What follows belongs to an exercise in optimizing a design on an open flow for small area, a short achievable clock period and few clock cycles; a production flow would make more cautious choices.
In this exercise RTL edits were held to simulation tests only and were not proved equivalent to the original.

Setup of old:
==> flow/design.v (excerpt) <==
module sasanqua_core
    (
        input wire          CLK,
        input wire          RST,
        output wire         INST_RDEN,
        output wire [31:0]  INST_RIADDR,
        input wire  [31:0]  INST_ROADDR,
        input wire          INST_RVALID,
        input wire  [31:0]  INST_RDATA,
        output wire         DATA_RDEN,
        output wire [31:0]  DATA_RIADDR,
        input wire  [31:0]  DATA_ROADDR,
        input wire          DATA_RVALID,
        input wire  [31:0]  DATA_RDATA,
        output wire         DATA_WREN,
        output wire [3:0]   DATA_WSTRB,
        output wire [31:0]  DATA_WADDR,
        output wire [31:0]  DATA_WDATA
    );
make LEC_CHECK=0 CAP_MARGIN=20 CORE_MARGIN=2 CORE_UTILIZATION=40 PLACE_DENSITY=0.5 SETUP_SLACK_MARGIN=4.3 SLEW_MARGIN=20 finish   # period 8.0 ns
run.sh (not shown) runs the stock make flow with config.mk's settings and CLKGATE_MAP_FILE= SYNTH_SCRIPT=/design/flow/synth_recipe.tcl, a recipe that flattens the netlist after the stock synthesis.
Testbench counts of old, summed over its fixed seeds: cycles 130,858.
Inputs modified between old and new:
diff --git a/flow/design.v b/flow/design.v
--- a/flow/design.v
+++ b/flow/design.v
@@ -8,25 +8,25 @@
         input wire          INST_RVALID,
         input wire  [31:0]  INST_RDATA,
         output wire         DATA_RDEN,
         output wire [31:0]  DATA_RIADDR,
         input wire  [31:0]  DATA_ROADDR,
         input wire          DATA_RVALID,
         input wire  [31:0]  DATA_RDATA,
         output wire         DATA_WREN,
         output wire [3:0]   DATA_WSTRB,
         output wire [31:0]  DATA_WADDR,
         output wire [31:0]  DATA_WDATA
     );
-    reg  [31:1] fa;          
+    reg  [31:1] nf;          
     reg  [31:1] pcd;         
     reg         fv;          
     reg         e_v;
     reg  [31:0] e_a, e_b;
     reg  [11:0] e_imm;       
     reg  [31:1] e_tgt;       
     reg  [31:1] e_link;      
     reg  [4:0]  e_rd;
     reg  [2:0]  e_f3;
     reg         e_alt;       
     reg         e_we;        
     reg         e_load, e_store, e_branch, e_pred, e_jalr, e_csr, e_trap, e_rep;
@@ -188,54 +188,57 @@
                        (w_we  && w_rd == rs2) ? w_val : rf2;
     wire e_ld  = e_v && e_load && e_we;
     wire m_ld  = m_load && m_we;
     wire dep   = (use_rs1 && ((e_ld && e_rd == rs1) || (m_ld && m_rd == rs1))) ||
                  (use_rs2 && ((e_ld && e_rd == rs2) || (m_ld && m_rd == rs2))) ||
                  (d_trap && e_v && e_csr && e_csel[1]);
     wire [31:0] d_a = o_lui ? 32'b0 : o_auipc ? {pcd, 1'b0} :
                       (o_system && f3[2]) ? {27'b0, rs1} : byp1;
     wire [31:0] d_b = (o_lui || o_auipc) ? imm_u : o_opimm ? imm_i : byp2;
     wire [31:0] t_off = op[3] ? imm_j : imm_b;
     wire [32:0] t_sum;
     ks_add tgt_add (.A({pcd, 1'b0}), .B(t_off), .CI(1'b0), .S(t_sum));
+    wire [31:1] d_tgt = t_sum[31:1];
     wire pred   = d_branch && inst[31];
-    wire [31:1] fetch_addr = m_redirect ? m_addr[31:1] : e_early ? e_tgt : fa;
+    wire [31:1] fetch_addr = m_redirect ? m_addr[31:1] : nf;
     wire        take       = fv && !m_redirect && !e_redirect;
     assign INST_RDEN   = 1'b1;
     assign INST_RIADDR = {fetch_addr, 1'b0};
     always @(posedge CLK) begin
         if (RST) begin
-            fa       <= 31'b0;
+            nf       <= 31'b0;
             fv       <= 1'b0;
             e_v      <= 1'b0;
             m_we     <= 1'b0;
             m_store  <= 1'b0;
             m_redir  <= 1'b0;
             w_we     <= 1'b0;
         end
         else begin
-            fa       <= fetch_addr + 31'd2;
+            nf       <= !take ? fetch_addr + 31'd2 :
+                        dep ? pcd : d_trap ? {mtvec[31:2], 1'b0} :
+                        (o_jal || pred) ? d_tgt : fetch_addr + 31'd2;
             fv       <= 1'b1;
             e_v      <= take;
             m_we     <= e_ex && e_we;
             m_store  <= e_ex && e_store;
             m_redir  <= e_ex && (e_jalr || mispredict);
             w_we     <= m_we;
         end
         pcd <= fetch_addr;
         e_a        <= d_a;
         e_b        <= d_b;
         e_imm      <= o_store ? {inst[31:25], inst[11:7]} : inst[31:20];
-        e_tgt      <= dep ? pcd : d_trap ? {mtvec[31:2], 1'b0} : t_sum[31:1];
-        e_link     <= fa;
+        e_tgt      <= d_tgt;
+        e_link     <= pcd + 31'd2;
         e_rd       <= rd;
         e_f3       <= (o_lui || o_auipc) ? 3'd0 : f3;
         e_alt      <= (o_op || (o_opimm && f3 == 3'd5)) && inst[30];
         e_we       <= d_we && !dep;
         e_load     <= d_load;
         e_store    <= d_store && !dep;
         e_branch   <= d_branch && !dep;
         e_pred     <= pred;
         e_jalr     <= d_jalr && !dep;
         e_sh       <= d_b[4:0];
         e_sel      <= {d_arith && f3 == 3'd0, d_arith && f3 == 3'd1, d_arith && f3 == 3'd5,
                        d_arith && f3 == 3'd2, d_arith && f3 == 3'd3, d_arith && f3 == 3'd4,
- new vs. old: xor and xnor area share after synthesis higher, buffer and inverter count on the worst path went down by 2, setup skew after layout increased by 27 ps relative to the old numbers, multi-input combinational area share climbed 1.1 points, number of buffers outside the clock class in the layout decreased 131.
Testbench counts of new, summed over its fixed seeds: cycles 130,858.

==> what the ideal ports hide <==
How much do the figures lean on ideal ports? The routed layouts below were timed once more, with nothing changed but the port constraints. Step 1 sets driving cells, clkbuf_16 on the clock port and buf_2 on the other inputs (assumed; they add their load-dependent delay and slew). Step 2 moves the port delays by t, midway between the first and last clock arrival at a register: inputs arrive t later, outputs are due t later. That takes back most of the time a late clock gives input paths. Slacks: no drivers / after step 1 / after step 2; pairs: no drivers / after step 1.
run	t, ns	slack for setup (ns)	worst setup path after step 2	cell pins on the clock port's net
old	0.957	4.090 / 4.033 / 3.168	input to register	1
new	0.944	4.158 / 4.058 / 3.114	input to register	1
After both steps every run listed still meets setup and hold. For new, which loses most, drivers alone change the setup slack by -0.100 ns; drivers and shift together by -1.044 ns.
